Background: an optimization exercise with open tools, aiming at small area. Do not read the settings as production practice.
The RTL was checked by simulation tests, not by an equivalence proof against the original design.

JK:
Design Sine_wave, start of the top module:
module Sine_wave
    #(
        parameter DATA_WIDTH    = 12,
        parameter ANGLE_WIDTH   = 16
    )(
    input                       clk,
    input                       reset,
    input                       ce,
    input  [DATA_WIDTH:0]       ampl,
    input  [ANGLE_WIDTH-1:0]    step,
    output [DATA_WIDTH:0]    sin_wave,
    output [DATA_WIDTH:0]    cos_wave
);
export LEC_CHECK = 0
export CAP_MARGIN = 20
export CORE_MARGIN = 2
export CORE_UTILIZATION = 65
export CTS_BUF_LIST = sky130_fd_sc_hd__clkbuf_8
export CTS_CLUSTER_DIAMETER = 50
export CTS_CLUSTER_SIZE = 20
export SETUP_SLACK_MARGIN = 0.05
export SLEW_MARGIN = 20
export CTS_ARGS = -sink_clustering_enable -repair_clock_nets -dont_use_dummy_load -buf_list sky130_fd_sc_hd__clkbuf_8 -sink_clustering_size 20 -sink_clustering_max_diameter 50
export BUFFER_PORTS_ARGS = -buffer_cell sky130_fd_sc_hd__buf_2
create_clock -name core_clock -period 5.0 [get_ports {clk}]
standard.sh (not shown) runs the stock make flow with config.mk's settings and CLKGATE_MAP_FILE= SYNTH_SCRIPT=/design/flow/synth_recipe.tcl, a recipe that flattens the netlist after the stock synthesis.
==> flow/flow/run.sh <==
#!/bin/bash
set -euo pipefail
{
  echo 'export CTS_ARGS = -sink_clustering_enable -repair_clock_nets -dont_use_dummy_load -buf_list sky130_fd_sc_hd__clkbuf_8 -sink_clustering_size 20 -sink_clustering_max_diameter 50'
  echo 'export BUFFER_PORTS_ARGS = -buffer_cell sky130_fd_sc_hd__buf_2'
} >> config.mk
bash standard.sh > standard_flow.log 2>&1
Inputs modified between JK and MS:
- an added RECOVER_POWER of 100
==> flow/flow/run.sh <==
#!/bin/bash
set -euo pipefail
{
  echo 'export CTS_ARGS = -sink_clustering_enable -repair_clock_nets -dont_use_dummy_load -buf_list sky130_fd_sc_hd__clkbuf_8 -sink_clustering_size 20 -sink_clustering_max_diameter 50'
  echo 'export BUFFER_PORTS_ARGS = -buffer_cell sky130_fd_sc_hd__buf_2'
  echo 'export RECOVER_POWER = 100'
} >> config.mk
bash standard.sh > standard_flow.log 2>&1
==> comparison <==
- MS against JK: sum of routed wire length over all layers essentially unchanged; first-pass GRT wire length shows no meaningful change; area overhead of the layout relative to synthesis shows a reduction of 0.24 points; critical path depth neither gained nor lost much; area taken by multi-input logic gates stayed essentially flat.
- MS vs. JK: number of signal-net inverters in the final layout comparable, finished layout cell area level, final cell utilization of the core decreased 0.16 points, worst hold slack shows no meaningful change.

========
Sine_wave, a different RTL version from the one above (not shown whole).
Size: roughly 1800 cells after synthesis, roughly 580 flip-flops, roughly 58 I/O pins, about 25000 sq um of cells after synthesis.
==> flow/config.mk <==
export PLATFORM = sky130hd
export DESIGN_NAME = Sine_wave
export DESIGN_NICKNAME = Sine_wave
export VERILOG_FILES = /design/flow/design.v
export SDC_FILE = /design/flow/constraint.sdc
export NUM_CORES = 4
export LEC_CHECK = 0
export CAP_MARGIN = 5
export CORE_MARGIN = 2
export CORE_UTILIZATION = 65
export SLEW_MARGIN = 5
export CTS_ARGS = -sink_clustering_enable -repair_clock_nets -dont_use_dummy_load -buf_list sky130_fd_sc_hd__clkbuf_8 -sink_clustering_size 20 -sink_clustering_max_diameter 50
export BUFFER_PORTS_ARGS = -buffer_cell sky130_fd_sc_hd__buf_2
export RECOVER_POWER = 100
==> flow/constraint.sdc <==
create_clock -name core_clock -period 5.0 [get_ports {clk}]
set_input_delay 1.0000 -clock core_clock [delete_from_list [all_inputs] [get_ports {clk}]]
set_output_delay 1.0000 -clock core_clock [all_outputs]
set_load 0.01 [all_outputs]
==> flow/flow/run.sh <==
#!/bin/bash
set -euo pipefail
{
  echo 'export CTS_ARGS = -sink_clustering_enable -repair_clock_nets -dont_use_dummy_load -buf_list sky130_fd_sc_hd__clkbuf_8 -sink_clustering_size 20 -sink_clustering_max_diameter 50'
  echo 'export BUFFER_PORTS_ARGS = -buffer_cell sky130_fd_sc_hd__buf_2'
  echo 'export RECOVER_POWER = 100'
} >> config.mk
bash standard.sh > standard_flow.log 2>&1
Edit:
- CAP_MARGIN: 5 -> 20
- GPL_TIMING_DRIVEN: default -> 0
- SLEW_MARGIN: 5 -> 20
What happened: This time the run completed and failed the layout checks on negative setup slack; maximum frequency decreases by 2.8%; clock-buffer cell count falls by 1; final cell count barely changes.
Edit:
==> flow/flow/run.sh (replaced) <==
#!/bin/bash
set -euo pipefail
{
  echo 'export CTS_ARGS = -sink_clustering_enable -repair_clock_nets -dont_use_dummy_load -buf_list sky130_fd_sc_hd__clkbuf_8 -sink_clustering_size 20 -sink_clustering_max_diameter 50'
  echo 'export BUFFER_PORTS_ARGS = -buffer_cell sky130_fd_sc_hd__buf_1'
  echo 'export RECOVER_POWER = 100'
} >> config.mk
bash standard.sh > standard_flow.log 2>&1
- BUFFER_PORTS_ARGS: -buffer_cell sky130_fd_sc_hd__buf_2 -> -buffer_cell sky130_fd_sc_hd__buf_1
- CTS_BUF_LIST: default -> sky130_fd_sc_hd__clkbuf_8
- CTS_CLUSTER_DIAMETER: default -> 50
- CTS_CLUSTER_SIZE: default -> 20
- GPL_TIMING_DRIVEN: 0 -> default
Now the flow finished with timing, DRC and antenna clean.
Synthesized area does not change.
Worst setup slack improved by 110 ps.
Final cell count is unchanged.
Worst hold slack improved by 3.5 ps.
Routed wire length fell by a few percent.
Via count fell slightly.
Global-route usage fell by 0.31 points.
Non-clock buffer count fell by 1.
Edit:
==> flow/flow/run.sh (replaced) <==
#!/bin/bash
set -euo pipefail
{
  echo 'export CTS_ARGS = -sink_clustering_enable -repair_clock_nets -dont_use_dummy_load -buf_list {sky130_fd_sc_hd__clkbuf_4 sky130_fd_sc_hd__clkbuf_8} -sink_clustering_size 20 -sink_clustering_max_diameter 50'
  echo 'export BUFFER_PORTS_ARGS = -buffer_cell sky130_fd_sc_hd__buf_2'
  echo 'export RECOVER_POWER = 100'
} >> config.mk
bash standard.sh > standard_flow.log 2>&1
- BUFFER_PORTS_ARGS: -buffer_cell sky130_fd_sc_hd__buf_1 -> -buffer_cell sky130_fd_sc_hd__buf_2
- CTS_ARGS: -sink_clustering_enable -repair_clock_nets -dont_use_dummy_load -buf_list sky130_fd_sc_hd__clkbuf_8 -sink_clustering_size 20 -sink_clustering_max_diameter 50 -> -sink_clustering_enable -repair_clock_nets -dont_use_dummy_load -buf_list {sky130_fd_sc_hd__clkbuf_4 sky130_fd_sc_hd__clkbuf_8} -sink_clustering_size 20 -sink_clustering_max_diameter 50
=>
- global-route usage decreases by 0.21 points
- sequential share of layout area stays flat
- via count decreases by about 1.6%
- critical path depth does not change
- worst hold slack degrades by 7.0 ps

========
Sine_wave, a different RTL version from the one above (not shown whole).
Size in the first run: ~2,000 cells after synthesis, about 590 flip-flops, about 58 I/O pins, ~0.026 mm2 of cells after synthesis.
Settings: LEC_CHECK=0, CAP_MARGIN=20, CORE_MARGIN=2, CORE_UTILIZATION=60, SLEW_MARGIN=20; clock period 5.0 ns.
run.sh (not shown) runs the stock make flow with config.mk's settings and CLKGATE_MAP_FILE= SYNTH_SCRIPT=/design/flow/synth_recipe.tcl, a recipe that flattens the netlist after the stock synthesis.
Stock flow here: none of the scripts above is used.
The starting point completed, yet does not pass: setup timing.
Then changed:
CORE_UTILIZATION = 65   (was 60)
CTS_BUF_LIST = sky130_fd_sc_hd__clkbuf_8   (was not set)
CTS_CLUSTER_DIAMETER = 50   (was not set)
CTS_CLUSTER_SIZE = 20   (was not set)
The changed run finished with setup timing left.
Count of clock-buffer cells in the layout falls by 30.
Global-route usage rises by 0.53 points.
Design area fell by 2.6%.
Core utilization goes up by 4.2 points.
Sequential share of layout area rose by 1.1 points.
Via count fell by 0.98%.

========
v11:
Sine_wave, a different RTL version from the one above (not shown whole).
Size: ~1900 cells after synthesis, ~25000 µm² of cells after synthesis.
Settings: LEC_CHECK=0, CAP_MARGIN=20, CORE_MARGIN=2, CORE_UTILIZATION=65, CTS_BUF_LIST=sky130_fd_sc_hd__clkbuf_8, CTS_CLUSTER_DIAMETER=50, CTS_CLUSTER_SIZE=20, SLEW_MARGIN=20, CTS_ARGS=-sink_clustering_enable -repair_clock_nets -dont_use_dummy_load -buf_list sky130_fd_sc_hd__clkbuf_8 -sink_clustering_size 20 -sink_clustering_max_diameter 50, BUFFER_PORTS_ARGS=-buffer_cell sky130_fd_sc_hd__buf_2; clock period 5.0 ns.
standard.sh (not shown) runs the stock make flow with config.mk's settings and CLKGATE_MAP_FILE= SYNTH_SCRIPT=/design/flow/synth_recipe.tcl, a recipe that flattens the netlist after the stock synthesis.
==> flow/flow/run.sh <==
#!/bin/bash
set -euo pipefail
{
  echo 'export CTS_ARGS = -sink_clustering_enable -repair_clock_nets -dont_use_dummy_load -buf_list sky130_fd_sc_hd__clkbuf_8 -sink_clustering_size 20 -sink_clustering_max_diameter 50'
  echo 'export BUFFER_PORTS_ARGS = -buffer_cell sky130_fd_sc_hd__buf_2'
} >> config.mk
bash standard.sh > standard_flow.log 2>&1
[inputs] v10 vs v11
Settings: removing CTS_BUF_LIST (formerly sky130_fd_sc_hd__clkbuf_8); removing CTS_CLUSTER_SIZE (formerly 20); removing CTS_CLUSTER_DIAMETER (formerly 50); changing CORE_UTILIZATION from 65 to 80; setting PLACE_DENSITY to 0.8 for the first time.
==> run summary <==
v10 completed end to end; final checks failed (negative setup slack). Diff v11 -> v10 | global placement routability congestion | decrease of 4.1%. H-tree depth reported by CTS of v11 is on par with v10. Summary: final wirelength, v10 worse than v11. Critical path depth: v10 vs v11 up 9. Destination of the critical timing path = cordic.y8[12]: v11; destination of the critical timing path = cordic.ks13[3]: v10. Peak fanout along the critical path: v11 and v10 compared, higher one is v10.
### v10 -> v47
Settings: CTS_CLUSTER_DIAMETER newly set to 50; RECOVER_POWER newly set to 100; CTS_BUF_LIST newly set to sky130_fd_sc_hd__clkbuf_8; CORE_UTILIZATION changed from 80 to 65; PLACE_DENSITY removed (was 0.8); CTS_CLUSTER_SIZE newly set to 20.
--- a/flow/flow/run.sh
+++ b/flow/flow/run.sh
@@ -5,2 +5,3 @@
   echo 'export BUFFER_PORTS_ARGS = -buffer_cell sky130_fd_sc_hd__buf_2'
+  echo 'export RECOVER_POWER = 100'
 } >> config.mk
--- outcome ---
- Of v47 and v10, just one finished clean: v47.
- fa_1 as the slowest cell on the critical path was reported by v47, and o311ai_0 by v10.
- ~same sequential share of layout area in v47 and v10
- In v47, the final critical delay including setup and external delays came out 0.22 ns below the value in v10.
- v47: number of cells on the critical path is 9 lower than what v10 reported.
- When v47 is set beside v10, its count of buffering cells on the critical path with inverters included turns out to be 6 smaller.
- Diff v10 -> v47: detail-routed net length per standard cell lower; share of the cycle needed by the critical path after routing went down by 4.5 points; final design utilization now smaller; worst relative slew slack moved up.
Relative to v47, the following input files were edited for v27:
Settings: BUFFER_PORTS_ARGS no longer set, was -buffer_cell sky130_fd_sc_hd__buf_2; CTS_ARGS no longer set, was -sink_clustering_enable -repair_clock_nets -dont_use_dummy_load -buf_list sky130_fd_sc_hd__clkbuf_8 -sink_clustering_size 20 -sink_clustering_max_diameter 50; RECOVER_POWER no longer set, was 100.
==> flow/run.sh (new file) <==
#!/bin/bash
# synth_recipe.tcl (not shown) runs the flow's synth.tcl, then flattens the netlist and writes it again
# the make line also repeats each setting of config.mk as NAME=value (left out here)
make -C /OpenROAD-flow-scripts/flow DESIGN_CONFIG=/design/flow/config.mk WORK_HOME=/design/flow/orfs CLKGATE_MAP_FILE= SYNTH_SCRIPT=/design/flow/synth_recipe.tcl finish
removed: flow/flow/run.sh
removed: flow/standard.sh
[summary]
- v47 → v27: fraction of met3 tracks used by global routing higher; well-tap cell count roughly the same; number of standard cells in the layout, taps in and fillers out higher; count of clock buffers in the final design higher.

## port drivers added, routing unchanged
How much do the figures lean on ideal ports? The routed layouts below were timed once more, with nothing changed but the port constraints. Step 1 sets driving cells, clkbuf_16 on the clock port and buf_2 on the other inputs (assumed; they add their load-dependent delay and slew). Step 2 also shifts input and output timing later by t, the mid clock arrival at the registers, as if the neighbouring blocks saw the same clock. a / b / c = ideal ports / drivers / drivers and shift; a / b = the first two.
run | t, ns | setup slack, ns | clock arrival spread, ns
JK | 0.647 | 0.030 / 0.030 / -0.445 | 0.065 / 0.065
MS | 0.647 | 0.027 / 0.027 / -0.453 | 0.065 / 0.065
the first run of note 2 | 0.645 | 0.090 / 0.090 / -0.403 | 0.066 / 0.066
the second run of note 2 | 0.659 | -0.054 / -0.054 / -0.486 | 0.074 / 0.074
the third run of note 2 | 0.653 | 0.061 / 0.061 / -0.276 | 0.052 / 0.053
the fourth run of note 2 | 0.645 | 0.090 / 0.090 / -0.403 | 0.066 / 0.066
the first run of note 3 | 0.648 | -1.686 / -1.686 / -1.686 | 0.016 / 0.016
the second run of note 3 | 0.691 | -1.648 / -1.648 / -1.648 | 0.025 / 0.025
v11 | 0.661 | 0.100 / 0.100 / 0.100 | 0.081 / 0.081
v10 | 0.629 | -0.123 / -0.123 / -0.123 | 0.083 / 0.083
v47 | 0.659 | 0.101 / 0.101 / 0.098 | 0.080 / 0.080
v27 | 0.675 | 0.110 / 0.110 / 0.018 | 0.040 / 0.041
Met with ideal ports but missed after step 2: setup timing in 5 of these runs.
